From an optimization exercise on the open Yosys and OpenROAD flow, aimed at small area and a short achievable clock period; shortcuts taken in it are not production practice.
In this exercise RTL edits were held to simulation tests only and were not proved equivalent to the original.

==> flow/design.v (excerpt) <==
module lab2_pipe (
    input clk,
    input rst,
    input start,
    input [31:0] x,
    output reg rdy,
    output [31:0] y
);
==> flow/config.mk <==
export PLATFORM = sky130hd
export DESIGN_NAME = lab2_pipe
export DESIGN_NICKNAME = lab2_pipe
export VERILOG_FILES = /design/flow/design.v
export SDC_FILE = /design/flow/constraint.sdc
export NUM_CORES = 4
export LEC_CHECK = 0
export CAP_MARGIN = 20
export CORE_MARGIN = 2
export CORE_UTILIZATION = 40
export PLACE_DENSITY = 0.6
export SLEW_MARGIN = 90
export SYNTH_HIERARCHICAL = 1
==> flow/constraint.sdc <==
create_clock -name core_clock -period 15.0 [get_ports {clk}]
set_input_delay 3.0000 -clock core_clock [delete_from_list [all_inputs] [get_ports {clk}]]
set_output_delay 3.0000 -clock core_clock [all_outputs]
set_load 0.01 [all_outputs]
run.sh (not shown) runs the stock make flow with config.mk's settings and CLKGATE_MAP_FILE= SYNTH_SCRIPT=/design/flow/synth_recipe.tcl, a recipe that flattens the netlist after the stock synthesis.
The first run completed without violations.
Then changed:
Settings changed: SLEW_MARGIN 90 to 20.
Setup slack gets better by 8900 ps.
Core utilization falls by 18 points.
Cell count shrinks by 14%.


lab2_pipe, a different RTL version from the one above (not shown whole).
Size: about 3000 cells after synthesis, ~320 flip-flops, about 0.030 sq mm of cells after synthesis.
clock: 15.0 ns
lec_check: 0
cap_margin: 20
core_margin: 2
core_utilization: 40
cts_cluster_diameter: 80
cts_cluster_size: 22
place_density: 0.6
slew_margin: 75
synth_hierarchical: 1
Then changed:
==> flow/flow/run.sh (new file) <==
#!/bin/bash
set -euo pipefail
export BUFFER_PORTS_ARGS="-buffer_cell sky130_fd_sc_hd__buf_2"
bash standard.sh > standard_flow.log 2>&1
==> flow/standard.sh (new file) <==
#!/bin/bash
# synth_recipe.tcl (not shown) runs the flow's synth.tcl, then flattens the netlist and writes it again
# the make line also repeats each setting of config.mk as NAME=value (left out here)
make -C /OpenROAD-flow-scripts/flow DESIGN_CONFIG=/design/flow/config.mk WORK_HOME=/design/flow/orfs CLKGATE_MAP_FILE= SYNTH_SCRIPT=/design/flow/synth_recipe.tcl "${@:-finish}"
CTS_CLUSTER_DIAMETER = not set   (was 80)
CTS_CLUSTER_SIZE = not set   (was 22)
removed: flow/run.sh
- sequential cell count is unchanged
- hold slack is worse by 0.0038 ns
- worst setup slack improves by 0.21 ns
- non-clock buffer count drops by 2
- area after synthesis stays the same
- final cell count increases by 0.67%


Another version of the RTL of lab2_pipe (not shown whole).
Size in the first run: about 2900 cells after synthesis, roughly 350 flip-flops, roughly 68 I/O pins, about 30000 µm² of cells after synthesis.
==> flow/design.v (excerpt) <==
module lab2_pipe (
    input clk,
    input rst,
    input start,
    input [31:0] x,
    output reg rdy,
    output [31:0] y
);
Settings: LEC_CHECK=0, CAP_MARGIN=20, CORE_MARGIN=2, CORE_UTILIZATION=40, CTS_CLUSTER_DIAMETER=80, CTS_CLUSTER_SIZE=22, PLACE_DENSITY=0.7, SLEW_MARGIN=70, SYNTH_HIERARCHICAL=1; clock period 15.0 ns.
standard.sh (not shown) runs the stock make flow with config.mk's settings and CLKGATE_MAP_FILE= SYNTH_SCRIPT=/design/flow/synth_recipe.tcl, a recipe that flattens the netlist after the stock synthesis.
==> flow/flow/run.sh <==
#!/bin/bash
set -euo pipefail
export BUFFER_PORTS_ARGS="-buffer_cell sky130_fd_sc_hd__buf_2"
bash standard.sh > standard_flow.log 2>&1
Then changed:
--- a/flow/config.mk
+++ b/flow/config.mk
@@ -8,8 +8,8 @@
 export CAP_MARGIN = 20
 export CORE_MARGIN = 2
-export CORE_UTILIZATION = 40
+export CORE_UTILIZATION = 70
 export CTS_CLUSTER_DIAMETER = 80
 export CTS_CLUSTER_SIZE = 22
-export PLACE_DENSITY = 0.7
-export SLEW_MARGIN = 70
+export PLACE_DENSITY = 0.8
+export SLEW_MARGIN = 75
 export SYNTH_HIERARCHICAL = 1
Effect: Worst hold slack is worse by 0.0053 ns. Clock-buffer cell count shrinks by 2. Wire length goes up by 6.0%. Design area stays flat. Global-route usage rose by 18 points. Sequential cell count is unchanged. Maximum frequency fell by 3.0%.
Then changed:
--- a/flow/config.mk
+++ b/flow/config.mk
@@ -8,8 +8,9 @@
 export CAP_MARGIN = 20
 export CORE_MARGIN = 2
-export CORE_UTILIZATION = 70
-export CTS_CLUSTER_DIAMETER = 80
-export CTS_CLUSTER_SIZE = 22
-export PLACE_DENSITY = 0.8
+export CORE_UTILIZATION = 40
+export CTS_BUF_LIST = sky130_fd_sc_hd__clkbuf_8
+export CTS_CLUSTER_DIAMETER = 60
+export CTS_CLUSTER_SIZE = 16
+export PLACE_DENSITY = 0.7
 export SLEW_MARGIN = 75
 export SYNTH_HIERARCHICAL = 1
Clock skew increases by 0.029 ns.
Setup slack improved by 0.072 ns.
Worst hold slack stays flat.
Wire length decreases by 5.4%.
Clock-buffer cell count increases by 11.
First-iteration DRC count decreases by 21%.
Design area increases by 1.2%.
Utilization decreases by 32 points.


## job 4033
Starting RTL as in the previous note.
clock: 15.0 ns
lec_check: 0
cap_margin: 20
core_margin: 2
core_utilization: 40
cts_cluster_diameter: 80
cts_cluster_size: 22
place_density: 0.7
slew_margin: 75
synth_hierarchical: 1
Scripts as last shown in full above: flow/flow/run.sh
#### Input delta (job 2097 over job 4033)
- swapping 0.7 for 0.75 in PLACE_DENSITY
- swapping 40 for 60 in CORE_UTILIZATION
- swapping 75 for 70 in SLEW_MARGIN
### Flow results
Clock period minus final worst setup slack: job 2097 > job 4033. Comparing job 2097 and job 4033, the lower cell area was measured on job 2097. | fraction of layout instances using a drive strength above 1 | lower: job 2097 |. Job 4033 ended up with y_r[4] as its worst setup path startpoint; job 2097 ended up with r1_x[4]. sky130_fd_sc_hd__fa_1 as the standard cell with the maximum stage delay on the critical path was reported by job 2097, and sky130_fd_sc_hd__dfxtp_1 by job 4033. On area after synthesis, job 2097 and job 4033 are basically level. Job 4033 → job 2097: met2 capacity usage during global routing has increased.
## Diff of input files: job 842 against job 2097
- changing SLEW_MARGIN from 70 to 75
Notes after the runs:
- Job 842 finished every step from synthesis to the final layout, and the layout passed the timing, DRC and antenna checks.
- Job 842 against job 2097: area added between synthesis and finish +0.96 points; number of max-slew violations in the final report held.
> inputs changed (job 842 -> job 7403)
- SLEW_MARGIN changed from 75 to 60
- PLACE_DENSITY changed from 0.75 to 0.7
- CORE_UTILIZATION changed from 60 to 40
Results
Job 7403 completed end to end with timing, DRC and antenna clean.
Going from job 842 to job 7403, via count fell about 2.8%, count of plain and timing-repair buffers in the layout moved down.
Capturing element of the worst setup path: y[24] -> job 842, r3_x4l[16] -> job 7403
Going from job 842 to job 7403, routing usage on met3 shrinks by 3.5 points.

## what the ideal ports hide
No port has a modelled driver above. Below, the same layouts with a new extraction and two added sets of constraints. Step 1, drivers: a clkbuf_16 drives clk and a buf_2 each remaining input, both assumed. Step 2, shift: input delay + t, output delay - t, t = (earliest + latest rising clock arrival at the registers) / 2. This alone moves slack from input paths to output paths. Three values: no drivers, after step 1, after step 2; two values: the first two.
run	t, ns	setup WS [ns]	latest minus earliest clock arrival (ns)
the first run of note 1	0.624	0.594 / 0.594 / 0.594	0.024 / 0.024
the second run of note 1	0.602	9.475 / 9.475 / 9.475	0.026 / 0.026
the first run of note 2	0.627	10.505 / 10.445 / 10.241	0.058 / 0.058
the second run of note 2	0.623	10.716 / 10.716 / 10.716	0.040 / 0.039
the first run of note 3	0.643	10.905 / 10.835 / 10.951	0.049 / 0.049
the second run of note 3	0.630	10.776 / 10.776 / 10.776	0.022 / 0.022
the third run of note 3	0.676	10.849 / 10.788 / 11.011	0.052 / 0.051
job 4033	0.631	10.908 / 10.841 / 11.039	0.035 / 0.034
job 2097	0.620	10.887 / 10.887 / 10.887	0.023 / 0.022
job 842	0.603	10.996 / 10.944 / 10.902	0.037 / 0.038
job 7403	0.644	10.775 / 10.775 / 10.775	0.036 / 0.036
After both steps setup and hold are still met in every run listed. The setup slack of the first run of note 2, which loses most, moves by -0.060 ns with the drivers and by -0.264 ns with both steps.
